This is an optimization exercise on Yosys and OpenROAD, whose aim is small area and a short achievable clock period, not a production implementation.
Where RTL was checked, it was by simulation tests only, not by an equivalence proof against the original.

==> inputs of wip/xenon <==
==> flow/design.v (excerpt) <==
module MAC_25(
    input         sys_clk,
    input         sys_en,
    input         rst_n,
    input  [7:0]  data_in_a,
    input         sign_data_in_a,
    input  [7:0]  data_in_b,
    output [15:0] mul_output,
    output [24:0] mac_output
);
==> flow/config.mk <==
export PLATFORM = sky130hd
export DESIGN_NAME = MAC_25
export DESIGN_NICKNAME = MAC_25
export VERILOG_FILES = /design/flow/design.v
export SDC_FILE = /design/flow/constraint.sdc
export NUM_CORES = 4
export LEC_CHECK = 0
export CAP_MARGIN = 20
export CORE_MARGIN = 2
export CORE_UTILIZATION = 60
export SETUP_SLACK_MARGIN = 2.5
export SLEW_MARGIN = 20
==> flow/constraint.sdc <==
create_clock -name core_clock -period 12.0 [get_ports {sys_clk}]
set_input_delay 2.4000 -clock core_clock [delete_from_list [all_inputs] [get_ports {sys_clk}]]
set_output_delay 2.4000 -clock core_clock [all_outputs]
set_load 0.01 [all_outputs]
standard.sh (not shown) runs the stock make flow with config.mk's settings and CLKGATE_MAP_FILE= SYNTH_SCRIPT=/design/flow/synth_recipe.tcl, a recipe that flattens the netlist after the stock synthesis.
==> flow/flow/run.sh <==
#!/bin/bash
set -euo pipefail
sed 's/yosys synth -nofsm -noshare/yosys synth -nofsm -noshare -noabc/' synth_recipe.tcl > my_synth.tcl
bash standard.sh "SYNTH_SCRIPT=$PWD/my_synth.tcl" "BUFFER_PORTS_ARGS=-buffer_cell sky130_fd_sc_hd__buf_1"  finish > standard.log 2>&1
==> wip/juniper: changes against wip/xenon <==
--- a/flow/design.v
+++ b/flow/design.v
@@ -202,58 +202,58 @@
     wire c34 = (pp2_5 & pp3_4) | (pp2_5 & pp4_3) | (pp3_4 & pp4_3);
     wire s35 = pp5_2 ^ pp6_1 ^ c22;
     wire c36 = (pp5_2 & pp6_1) | (pp5_2 & c22) | (pp6_1 & c22);
     wire s37 = c24 ^ s31 ^ s33;
     wire c38 = (c24 & s31) | (c24 & s33) | (s31 & s33);
-    wire s39 = pp7_0 ^ c26 ^ s35;
-    wire c40 = (pp7_0 & c26) | (pp7_0 & s35) | (c26 & s35);
+    wire s39 = c26 ^ pp7_0 ^ s35;
+    wire c40 = (c26 & pp7_0) | (c26 & s35) | (pp7_0 & s35);
     wire s41 = s37 ^ c28 ^ s39;
     wire c42 = (s37 & c28) | (s37 & s39) | (c28 & s39);
     wire s43 = pp0_8 ^ pp1_7 ^ pp2_6;
     wire c44 = (pp0_8 & pp1_7) | (pp0_8 & pp2_6) | (pp1_7 & pp2_6);
     wire s45 = pp3_5 ^ pp4_4 ^ pp5_3;
     wire c46 = (pp3_5 & pp4_4) | (pp3_5 & pp5_3) | (pp4_4 & pp5_3);
     wire s47 = pp6_2 ^ c32 ^ c34;
     wire c48 = (pp6_2 & c32) | (pp6_2 & c34) | (c32 & c34);
-    wire s49 = s43 ^ s45 ^ pp7_1;
-    wire c50 = (s43 & s45) | (s43 & pp7_1) | (s45 & pp7_1);
-    wire s51 = c36 ^ c38 ^ s47;
-    wire c52 = (c36 & c38) | (c36 & s47) | (c38 & s47);
-    wire s53 = s49 ^ c40 ^ s51;
-    wire c54 = (s49 & c40) | (s49 & s51) | (c40 & s51);
+    wire s49 = s43 ^ s45 ^ c36;
+    wire c50 = (s43 & s45) | (s43 & c36) | (s45 & c36);
+    wire s51 = c38 ^ pp7_1 ^ s47;
+    wire c52 = (c38 & pp7_1) | (c38 & s47) | (pp7_1 & s47);
+    wire s53 = c40 ^ s49 ^ s51;
+    wire c54 = (c40 & s49) | (c40 & s51) | (s49 & s51);
     wire s55 = pp2_7 ^ pp3_6 ^ pp4_5;
     wire c56 = (pp2_7 & pp3_6) | (pp2_7 & pp4_5) | (pp3_6 & pp4_5);
     wire s57 = pp5_4 ^ pp6_3 ^ c44;
     wire c58 = (pp5_4 & pp6_3) | (pp5_4 & c44) | (pp6_3 & c44);
-    wire s59 = c46 ^ s55 ^ pp7_2;
-    wire c60 = (c46 & s55) | (c46 & pp7_2) | (s55 & pp7_2);
-    wire s61 = c48 ^ s57 ^ c50;
-    wire c62 = (c48 & s57) | (c48 & c50) | (s57 & c50);
-    wire s63 = s59 ^ c52 ^ s61;
-    wire c64 = (s59 & c52) | (s59 & s61) | (c52 & s61);
+    wire s59 = c46 ^ s55 ^ c48;
+    wire c60 = (c46 & s55) | (c46 & c48) | (s55 & c48);
+    wire s61 = pp7_2 ^ s57 ^ c50;
+    wire c62 = (pp7_2 & s57) | (pp7_2 & c50) | (s57 & c50);
+    wire s63 = c52 ^ s59 ^ s61;
+    wire c64 = (c52 & s59) | (c52 & s61) | (s59 & s61);
     wire s65 = pp3_7 ^ pp4_6 ^ pp5_5;
     wire c66 = (pp3_7 & pp4_6) | (pp3_7 & pp5_5) | (pp4_6 & pp5_5);
     wire s67 = pp6_4 ^ c56 ^ s65;
     wire c68 = (pp6_4 & c56) | (pp6_4 & s65) | (c56 & s65);
-    wire s69 = pp7_3 ^ c58 ^ c60;
-    wire c70 = (pp7_3 & c58) | (pp7_3 & c60) | (c58 & c60);
-    wire s71 = s67 ^ c62 ^ s69;
-    wire c72 = (s67 & c62) | (s67 & s69) | (c62 & s69);
+    wire s69 = c58 ^ pp7_3 ^ s67;
+    wire c70 = (c58 & pp7_3) | (c58 & s67) | (pp7_3 & s67);
+    wire s71 = c60 ^ s69 ^ c62;
+    wire c72 = (c60 & s69) | (c60 & c62) | (s69 & c62);
     wire s73 = pp4_7 ^ pp5_6 ^ pp6_5;
     wire c74 = (pp4_7 & pp5_6) | (pp4_7 & pp6_5) | (pp5_6 & pp6_5);
-    wire s75 = c66 ^ s73 ^ pp7_4;
-    wire c76 = (c66 & s73) | (c66 & pp7_4) | (s73 & pp7_4);
-    wire s77 = c68 ^ s75 ^ c70;
-    wire c78 = (c68 & s75) | (c68 & c70) | (s75 & c70);
+    wire s75 = c66 ^ s73 ^ c68;
+    wire c76 = (c66 & s73) | (c66 & c68) | (s73 & c68);
+    wire s77 = pp7_4 ^ c70 ^ s75;
+    wire c78 = (pp7_4 & c70) | (pp7_4 & s75) | (c70 & s75);
     wire s79 = pp5_7 ^ pp6_6 ^ c74;
     wire c80 = (pp5_7 & pp6_6) | (pp5_7 & c74) | (pp6_6 & c74);
     wire s81 = pp7_5 ^ s79 ^ c76;
     wire c82 = (pp7_5 & s79) | (pp7_5 & c76) | (s79 & c76);
-    wire s83 = pp6_7 ^ pp7_6 ^ c80;
-    wire c84 = (pp6_7 & pp7_6) | (pp6_7 & c80) | (pp7_6 & c80);
-    assign ra = {1'b0, pp7_7, s83, s81, c72, c64, c54, c42, s41, s29, s19, s11, s5, s1, pp0_1, pp0_0};
-    assign rb = {1'b1, c84, c82, c78, s77, s71, s63, s53, c30, 1'b1, 1'b1, 1'b1, 1'b1, 1'b1, pp1_0, 1'b1};
+    wire s83 = pp6_7 ^ c80 ^ pp7_6;
+    wire c84 = (pp6_7 & c80) | (pp6_7 & pp7_6) | (c80 & pp7_6);
+    assign ra = {1'b0, pp7_7, s83, c78, s77, c64, c54, c42, s41, s29, s19, s11, s5, s1, pp0_1, pp0_0};
+    assign rb = {1'b1, c84, c82, s81, c72, s71, s63, s53, c30, 1'b1, 1'b1, 1'b1, 1'b1, 1'b1, pp1_0, 1'b1};
 endmodule
 module mac_cpa(input [15:0] ra, input [15:0] rb, output [15:0] prod);
     wire [15:0] g85 = ra & rb;
     wire [15:0] p86 = ra ^ rb;
     wire g87 = ra[0] | rb[0];
==> flow/flow/run.sh (replaced) <==
#!/bin/bash
set -euo pipefail
sed 's/yosys synth -nofsm -noshare/yosys synth -nofsm -noshare -noabc/' synth_recipe.tcl > my_synth.tcl
bash standard.sh "SYNTH_SCRIPT=$PWD/my_synth.tcl" "BUFFER_PORTS_ARGS=-buffer_cell sky130_fd_sc_hd__buf_1" finish > standard.log 2>&1
CORE_UTILIZATION = 40   (was 60)
==> qor summary <==
metric                                                             wip/xenon     wip/juniper
Outcome                                                       finished clean  finished clean
Global-route usage over all layers                                     21.6%           16.1%
Number of DRC violations after detailed-routing iteration 0               99              65
Post-place setup slack                                               2.15 ns         1.94 ns
Adder-Cell Fraction of Synth Area                                      40.7%           40.6%
Synth Instances                                                          316             318
Relative slew margins                                                  48.9%           60.7%
Fraction of standard cell area that is sequential                      17.8%           17.3%
Max Clock Skew                                                    0.00179 ns      0.00628 ns
Sequential element share of the synthesized area                       19.8%           19.7%
Capture point of the worst path                               mul_output[14]  mul_output[13]
Fraction of final layout cells sized beyond drive strength 1           5.75%           7.61%
Number of fill cells in the layout                                       442             763
M1 GR Usage                                                            30.2%           22.7%
Inverters                                                                  7               6
GRT met3 Usage                                                         3.55%           2.58%

==> build 62 <==
Another version of the RTL of MAC_25 (not shown whole).
==> module mac_acc, before the edit <==
module mac_acc(input sys_en, input [24:0] acc, input [15:0] prod, output [24:0] acc_next);
    wire [15:0] pg = prod & {16{sys_en}};
    wire cy16;
    wire [15:0] lo_sum;
    wire [15:0] g151 = acc[15:0] & pg;
    wire [15:0] p152 = acc[15:0] ^ pg;
    wire G153 = g151[1] | (p152[1] & g151[0]);
    wire P154 = p152[1] & p152[0];
    wire G155 = g151[3] | (p152[3] & g151[2]);
    wire P156 = p152[3] & p152[2];
    wire G157 = g151[5] | (p152[5] & g151[4]);
    wire P158 = p152[5] & p152[4];
    wire G159 = g151[7] | (p152[7] & g151[6]);
    wire P160 = p152[7] & p152[6];
    wire G161 = g151[9] | (p152[9] & g151[8]);
    wire P162 = p152[9] & p152[8];
    wire G163 = g151[11] | (p152[11] & g151[10]);
    wire P164 = p152[11] & p152[10];
    wire G165 = g151[13] | (p152[13] & g151[12]);
    wire P166 = p152[13] & p152[12];
    wire G167 = g151[15] | (p152[15] & g151[14]);
    wire P168 = p152[15] & p152[14];
    wire G169 = G155 | (P156 & G153);
    wire P170 = P156 & P154;
    wire G171 = G159 | (P160 & G157);
    wire P172 = P160 & P158;
    wire G173 = G163 | (P164 & G161);
    wire P174 = P164 & P162;
    wire G175 = G167 | (P168 & G165);
    wire P176 = P168 & P166;
    wire G177 = G171 | (P172 & G169);
    wire P178 = P172 & P170;
    wire G179 = G175 | (P176 & G173);
    wire P180 = P176 & P174;
    wire G181 = G179 | (P180 & G177);
    wire P182 = P180 & P178;
    wire G183 = G173 | (P174 & G177);
    wire P184 = P174 & P178;
    wire G185 = G157 | (P158 & G169);
    wire P186 = P158 & P170;
    wire G187 = G161 | (P162 & G177);
    wire P188 = P162 & P178;
    wire G189 = G165 | (P166 & G183);
    wire P190 = P166 & P184;
    wire G191 = g151[2] | (p152[2] & G153);
    wire P192 = p152[2] & P154;
    wire G193 = g151[4] | (p152[4] & G169);
    wire P194 = p152[4] & P170;
    wire G195 = g151[6] | (p152[6] & G185);
    wire P196 = p152[6] & P186;
    wire G197 = g151[8] | (p152[8] & G177);
    wire P198 = p152[8] & P178;
    wire G199 = g151[10] | (p152[10] & G187);
    wire P200 = p152[10] & P188;
    wire G201 = g151[12] | (p152[12] & G183);
    wire P202 = p152[12] & P184;
    wire G203 = g151[14] | (p152[14] & G189);
    wire P204 = p152[14] & P190;
    assign lo_sum = p152 ^ {G203, G189, G201, G183, G199, G187, G197, G177, G195, G185, G193, G169, G191, G153, g151[0], 1'b0};
    assign cy16 = G181;
    assign acc_next[15:0] = lo_sum;
    wire inc = cy16 & ~pg[15];
    wire dec = pg[15] & ~cy16;
    wire [8:0] hi = acc[24:16];
    wire [8:0] ones, zeros;
    assign ones[0] = 1'b1;
    assign zeros[0] = 1'b1;
    assign ones[1] = ones[0] & hi[0];
    assign zeros[1] = zeros[0] & ~hi[0];
    assign ones[2] = ones[1] & hi[1];
    assign zeros[2] = zeros[1] & ~hi[1];
    assign ones[3] = ones[2] & hi[2];
    assign zeros[3] = zeros[2] & ~hi[2];
    assign ones[4] = ones[3] & hi[3];
    assign zeros[4] = zeros[3] & ~hi[3];
    assign ones[5] = ones[4] & hi[4];
    assign zeros[5] = zeros[4] & ~hi[4];
    assign ones[6] = ones[5] & hi[5];
    assign zeros[6] = zeros[5] & ~hi[5];
    assign ones[7] = ones[6] & hi[6];
    assign zeros[7] = zeros[6] & ~hi[6];
    assign ones[8] = ones[7] & hi[7];
    assign zeros[8] = zeros[7] & ~hi[7];
    assign acc_next[24:16] = hi ^ (({9{inc}} & ones) | ({9{dec}} & zeros));
endmodule
Settings: LEC_CHECK=0, CAP_MARGIN=20, CORE_MARGIN=2, CORE_UTILIZATION=40, SETUP_SLACK_MARGIN=3, SLEW_MARGIN=20; clock period 12.0 ns.
==> flow/flow/run.sh <==
#!/bin/bash
set -euo pipefail
sed 's/yosys synth -nofsm -noshare/yosys synth -nofsm -noshare -noabc/' synth_recipe.tcl > my_synth.tcl
export DONT_USE_CELLS="sky130_fd_sc_hd__ha_1 sky130_fd_sc_hd__ha_2 sky130_fd_sc_hd__ha_4"
bash standard.sh "SYNTH_SCRIPT=$PWD/my_synth.tcl" "BUFFER_PORTS_ARGS=-buffer_cell sky130_fd_sc_hd__buf_1" finish > standard.log 2>&1
==> inputs of build 79, as changes to build 62 <==
--- a/flow/design.v
+++ b/flow/design.v
@@ -84,24 +84,25 @@
     wire pp6_0 = a[0] & bp[6];
     wire pp6_1 = a[1] & bp[6];
     wire pp6_2 = a[2] & bp[6];
     wire pp6_3 = a[3] & bp[6];
     wire pp6_4 = a[4] & bp[6];
     wire pp6_5 = a[5] & bp[6];
     wire pp6_6 = a[6] & bp[6];
     wire pp6_7 = a[7] & bp[6];
-    wire pp7_0 = ~(a[0] & bp[7]);
-    wire pp7_1 = ~(a[1] & bp[7]);
-    wire pp7_2 = ~(a[2] & bp[7]);
-    wire pp7_3 = ~(a[3] & bp[7]);
-    wire pp7_4 = ~(a[4] & bp[7]);
-    wire pp7_5 = ~(a[5] & bp[7]);
-    wire pp7_6 = ~(a[6] & bp[7]);
-    wire pp7_7 = ~(a[7] & bp[7]);
+    wire nbp7 = ~bp[7];
+    wire pp7_0 = ~a[0] | nbp7;
+    wire pp7_1 = ~a[1] | nbp7;
+    wire pp7_2 = ~a[2] | nbp7;
+    wire pp7_3 = ~a[3] | nbp7;
+    wire pp7_4 = ~a[4] | nbp7;
+    wire pp7_5 = ~a[5] | nbp7;
+    wire pp7_6 = ~a[6] | nbp7;
+    wire pp7_7 = ~a[7] | nbp7;
     assign pp = {pp7_7, pp7_6, pp6_7, pp7_5, pp6_6, pp5_7, pp7_4, pp6_5, pp5_6, pp4_7, pp7_3, pp6_4, pp5_5, pp4_6, pp3_7, pp7_2, pp6_3, pp5_4, pp4_5, pp3_6, pp2_7, pp7_1, pp6_2, pp5_3, pp4_4, pp3_5, pp2_6, pp1_7, pp0_8, pp7_0, pp6_1, pp5_2, pp4_3, pp3_4, pp2_5, pp1_6, pp0_7, pp6_0, pp5_1, pp4_2, pp3_3, pp2_4, pp1_5, pp0_6, pp5_0, pp4_1, pp3_2, pp2_3, pp1_4, pp0_5, pp4_0, pp3_1, pp2_2, pp1_3, pp0_4, pp3_0, pp2_1, pp1_2, pp0_3, pp2_0, pp1_1, pp0_2, pp1_0, pp0_1, pp0_0};
 endmodule
 module mac_tree(input [64:0] pp, output [15:0] ra, output [15:0] rb);
     wire pp0_0 = pp[0];
     wire pp0_1 = pp[1];
     wire pp1_0 = pp[2];
     wire pp0_2 = pp[3];
     wire pp1_1 = pp[4];
@@ -323,68 +324,45 @@
 endmodule
 module mac_acc(input sys_en, input [24:0] acc, input [15:0] prod, output [24:0] acc_next);
     wire [15:0] pg = prod & {16{sys_en}};
     wire cy16;
     wire [15:0] lo_sum;
     wire [15:0] g151 = acc[15:0] & pg;
     wire [15:0] p152 = acc[15:0] ^ pg;
     wire G153 = g151[1] | (p152[1] & g151[0]);
-    wire P154 = p152[1] & p152[0];
-    wire G155 = g151[3] | (p152[3] & g151[2]);
-    wire P156 = p152[3] & p152[2];
-    wire G157 = g151[5] | (p152[5] & g151[4]);
-    wire P158 = p152[5] & p152[4];
-    wire G159 = g151[7] | (p152[7] & g151[6]);
-    wire P160 = p152[7] & p152[6];
-    wire G161 = g151[9] | (p152[9] & g151[8]);
-    wire P162 = p152[9] & p152[8];
-    wire G163 = g151[11] | (p152[11] & g151[10]);
-    wire P164 = p152[11] & p152[10];
-    wire G165 = g151[13] | (p152[13] & g151[12]);
-    wire P166 = p152[13] & p152[12];
-    wire G167 = g151[15] | (p152[15] & g151[14]);
-    wire P168 = p152[15] & p152[14];
-    wire G169 = G155 | (P156 & G153);
-    wire P170 = P156 & P154;
-    wire G171 = G159 | (P160 & G157);
-    wire P172 = P160 & P158;
-    wire G173 = G163 | (P164 & G161);
-    wire P174 = P164 & P162;
-    wire G175 = G167 | (P168 & G165);
-    wire P176 = P168 & P166;
-    wire G177 = G171 | (P172 & G169);
-    wire P178 = P172 & P170;
-    wire G179 = G175 | (P176 & G173);
-    wire P180 = P176 & P174;
-    wire G181 = G179 | (P180 & G177);
-    wire P182 = P180 & P178;
-    wire G183 = G173 | (P174 & G177);
-    wire P184 = P174 & P178;
-    wire G185 = G157 | (P158 & G169);
-    wire P186 = P158 & P170;
-    wire G187 = G161 | (P162 & G177);
-    wire P188 = P162 & P178;
-    wire G189 = G165 | (P166 & G183);
-    wire P190 = P166 & P184;
-    wire G191 = g151[2] | (p152[2] & G153);
-    wire P192 = p152[2] & P154;
-    wire G193 = g151[4] | (p152[4] & G169);
-    wire P194 = p152[4] & P170;
-    wire G195 = g151[6] | (p152[6] & G185);
-    wire P196 = p152[6] & P186;
-    wire G197 = g151[8] | (p152[8] & G177);
-    wire P198 = p152[8] & P178;
-    wire G199 = g151[10] | (p152[10] & G187);
-    wire P200 = p152[10] & P188;
-    wire G201 = g151[12] | (p152[12] & G183);
-    wire P202 = p152[12] & P184;
-    wire G203 = g151[14] | (p152[14] & G189);
-    wire P204 = p152[14] & P190;
-    assign lo_sum = p152 ^ {G203, G189, G201, G183, G199, G187, G197, G177, G195, G185, G193, G169, G191, G153, g151[0], 1'b0};
+    wire G154 = g151[2] | (p152[2] & G153);
+    wire G155 = g151[3] | (p152[3] & G154);
+    wire G156 = g151[4] | (p152[4] & G155);
+    wire G157 = g151[5] | (p152[5] & G156);
+    wire G158 = g151[6] | (p152[6] & G157);
+    wire G159 = g151[7] | (p152[7] & G158);
+    wire G160 = g151[8] | (p152[8] & G159);
+    wire G161 = g151[9] | (p152[9] & G160);
+    wire G162 = g151[11] | (p152[11] & g151[10]);
+    wire P163 = p152[11] & p152[10];
+    wire G164 = g151[13] | (p152[13] & g151[12]);
+    wire P165 = p152[13] & p152[12];
+    wire G166 = g151[15] | (p152[15] & g151[14]);
+    wire P167 = p152[15] & p152[14];
+    wire G168 = g151[12] | (p152[12] & G162);
+    wire P169 = p152[12] & P163;
+    wire G170 = G164 | (P165 & G162);
+    wire P171 = P165 & P163;
+    wire G172 = g151[14] | (p152[14] & G170);
+    wire P173 = p152[14] & P171;
+    wire G174 = G166 | (P167 & G170);
+    wire P175 = P167 & P171;
+    wire G176 = g151[10] | (p152[10] & G161);
+    wire G177 = G162 | (P163 & G161);
+    wire G178 = G168 | (P169 & G161);
+    wire G179 = G170 | (P171 & G161);
+    wire G180 = G172 | (P173 & G161);
+    wire G181 = G174 | (P175 & G161);
+    assign lo_sum = p152 ^ {G180, G179, G178, G177, G176, G161, G160, G159, G158, G157, G156, G155, G154, G153, g151[0], 1'b0};
     assign cy16 = G181;
     assign acc_next[15:0] = lo_sum;
     wire inc = cy16 & ~pg[15];
     wire dec = pg[15] & ~cy16;
     wire [8:0] hi = acc[24:16];
     wire [8:0] ones, zeros;
     assign ones[0] = 1'b1;
     assign zeros[0] = 1'b1;
==> flow/flow/run.sh (replaced) <==
#!/bin/bash
set -euo pipefail
sed 's/yosys synth -nofsm -noshare/yosys synth -nofsm -noshare -noabc/' synth_recipe.tcl > my_synth.tcl
bash standard.sh "SYNTH_SCRIPT=$PWD/my_synth.tcl" "BUFFER_PORTS_ARGS=-buffer_cell sky130_fd_sc_hd__buf_1" finish > standard.log 2>&1
- SETUP_SLACK_MARGIN: 3 -> 2.5
==> inputs of build 56, as changes to build 62 <==
--- a/flow/design.v
+++ b/flow/design.v
@@ -338,54 +338,66 @@
     wire G161 = g151[9] | (p152[9] & g151[8]);
     wire P162 = p152[9] & p152[8];
     wire G163 = g151[11] | (p152[11] & g151[10]);
     wire P164 = p152[11] & p152[10];
     wire G165 = g151[13] | (p152[13] & g151[12]);
     wire P166 = p152[13] & p152[12];
     wire G167 = g151[15] | (p152[15] & g151[14]);
     wire P168 = p152[15] & p152[14];
-    wire G169 = G155 | (P156 & G153);
-    wire P170 = P156 & P154;
-    wire G171 = G159 | (P160 & G157);
-    wire P172 = P160 & P158;
-    wire G173 = G163 | (P164 & G161);
-    wire P174 = P164 & P162;
-    wire G175 = G167 | (P168 & G165);
-    wire P176 = P168 & P166;
-    wire G177 = G171 | (P172 & G169);
-    wire P178 = P172 & P170;
-    wire G179 = G175 | (P176 & G173);
-    wire P180 = P176 & P174;
-    wire G181 = G179 | (P180 & G177);
-    wire P182 = P180 & P178;
-    wire G183 = G173 | (P174 & G177);
-    wire P184 = P174 & P178;
-    wire G185 = G157 | (P158 & G169);
-    wire P186 = P158 & P170;
-    wire G187 = G161 | (P162 & G177);
-    wire P188 = P162 & P178;
-    wire G189 = G165 | (P166 & G183);
-    wire P190 = P166 & P184;
-    wire G191 = g151[2] | (p152[2] & G153);
-    wire P192 = p152[2] & P154;
-    wire G193 = g151[4] | (p152[4] & G169);
-    wire P194 = p152[4] & P170;
-    wire G195 = g151[6] | (p152[6] & G185);
-    wire P196 = p152[6] & P186;
-    wire G197 = g151[8] | (p152[8] & G177);
-    wire P198 = p152[8] & P178;
-    wire G199 = g151[10] | (p152[10] & G187);
-    wire P200 = p152[10] & P188;
-    wire G201 = g151[12] | (p152[12] & G183);
-    wire P202 = p152[12] & P184;
-    wire G203 = g151[14] | (p152[14] & G189);
-    wire P204 = p152[14] & P190;
-    assign lo_sum = p152 ^ {G203, G189, G201, G183, G199, G187, G197, G177, G195, G185, G193, G169, G191, G153, g151[0], 1'b0};
-    assign cy16 = G181;
+    wire G169 = g151[2] | (p152[2] & G153);
+    wire P170 = p152[2] & P154;
+    wire G171 = G155 | (P156 & G153);
+    wire P172 = P156 & P154;
+    wire G173 = g151[6] | (p152[6] & G157);
+    wire P174 = p152[6] & P158;
+    wire G175 = G159 | (P160 & G157);
+    wire P176 = P160 & P158;
+    wire G177 = g151[10] | (p152[10] & G161);
+    wire P178 = p152[10] & P162;
+    wire G179 = G163 | (P164 & G161);
+    wire P180 = P164 & P162;
+    wire G181 = g151[14] | (p152[14] & G165);
+    wire P182 = p152[14] & P166;
+    wire G183 = G167 | (P168 & G165);
+    wire P184 = P168 & P166;
+    wire G185 = g151[4] | (p152[4] & G171);
+    wire P186 = p152[4] & P172;
+    wire G187 = G157 | (P158 & G171);
+    wire P188 = P158 & P172;
+    wire G189 = G173 | (P174 & G171);
+    wire P190 = P174 & P172;
+    wire G191 = G175 | (P176 & G171);
+    wire P192 = P176 & P172;
+    wire G193 = g151[12] | (p152[12] & G179);
+    wire P194 = p152[12] & P180;
+    wire G195 = G165 | (P166 & G179);
+    wire P196 = P166 & P180;
+    wire G197 = G181 | (P182 & G179);
+    wire P198 = P182 & P180;
+    wire G199 = G183 | (P184 & G179);
+    wire P200 = P184 & P180;
+    wire G201 = g151[8] | (p152[8] & G191);
+    wire P202 = p152[8] & P192;
+    wire G203 = G161 | (P162 & G191);
+    wire P204 = P162 & P192;
+    wire G205 = G177 | (P178 & G191);
+    wire P206 = P178 & P192;
+    wire G207 = G179 | (P180 & G191);
+    wire P208 = P180 & P192;
+    wire G209 = G193 | (P194 & G191);
+    wire P210 = P194 & P192;
+    wire G211 = G195 | (P196 & G191);
+    wire P212 = P196 & P192;
+    wire G213 = G197 | (P198 & G191);
+    wire P214 = P198 & P192;
+    wire G215 = G199 | (P200 & G191);
+    wire P216 = P200 & P192;
+    assign lo_sum = p152 ^ {G213, G211, G209, G207, G205, G203, G201, G191, G189, G187, G185, G171, G169, G153, g151[0], 1'b0};
+    assign cy16 = G215;
     assign acc_next[15:0] = lo_sum;
     wire inc = cy16 & ~pg[15];
     wire dec = pg[15] & ~cy16;
     wire [8:0] hi = acc[24:16];
     wire [8:0] ones, zeros;
     assign ones[0] = 1'b1;
     assign zeros[0] = 1'b1;
     assign ones[1] = ones[0] & hi[0];
==> flow/flow/run.sh (replaced) <==
#!/bin/bash
set -euo pipefail
sed 's/yosys synth -nofsm -noshare/yosys synth -nofsm -noshare -noabc/' synth_recipe.tcl > my_synth.tcl
bash standard.sh "SYNTH_SCRIPT=$PWD/my_synth.tcl" "BUFFER_PORTS_ARGS=-buffer_cell sky130_fd_sc_hd__buf_1" finish > standard.log 2>&1
- SETUP_SLACK_MARGIN: 3 -> 2.8
==> summary.txt <==
The highest area after synthesis belongs to build 62, the lowest to build 79.
Between build 62 and build 79, the lower synthesized cell count is in build 79 (gap about 16%, measured against build 79).
Against build 62, the via count of build 56 is smaller by about 8%.
For build 62 and build 79, only the layout was checked, not whether the RTL still works.

-- re-timing with driven ports --
The flow's constraints put no driver on any port. The routed layouts listed below were extracted and timed again, unchanged, in two steps. Step 1, drivers: a clkbuf_16 drives sys_clk and a buf_2 each remaining input, both assumed. Step 2 also shifts input and output timing later by t, the mid clock arrival at the registers, as if the neighbouring blocks saw the same clock. Slacks: ideal ports / drivers / drivers and shift; pairs: ideal ports / drivers.
| run | t, ns | slack for setup (ns) | worst setup path after step 2 | slew at the worst register clock pin (ns) | cell pins on the clock port's net |
|---|---|---|---|---|---|
| wip/xenon | 0.287 | 2.766 / 2.742 / 2.697 | input to register | 0.08 / 0.08 | 1 |
| wip/juniper | 0.289 | 2.853 / 2.815 / 2.597 | input to register | 0.09 / 0.09 | 1 |
| build 62 | 0.294 | 3.163 / 3.141 / 2.980 | input to register | 0.09 / 0.09 | 1 |
| build 79 | 0.290 | 2.762 / 2.740 / 2.549 | input to register | 0.09 / 0.09 | 1 |
| build 56 | 0.296 | 2.931 / 2.904 / 2.802 | input to register | 0.09 / 0.09 | 1 |
After both steps setup and hold are still met in every run listed. The setup slack of wip/juniper, which loses most, moves by -0.038 ns with the drivers and by -0.256 ns with both steps.
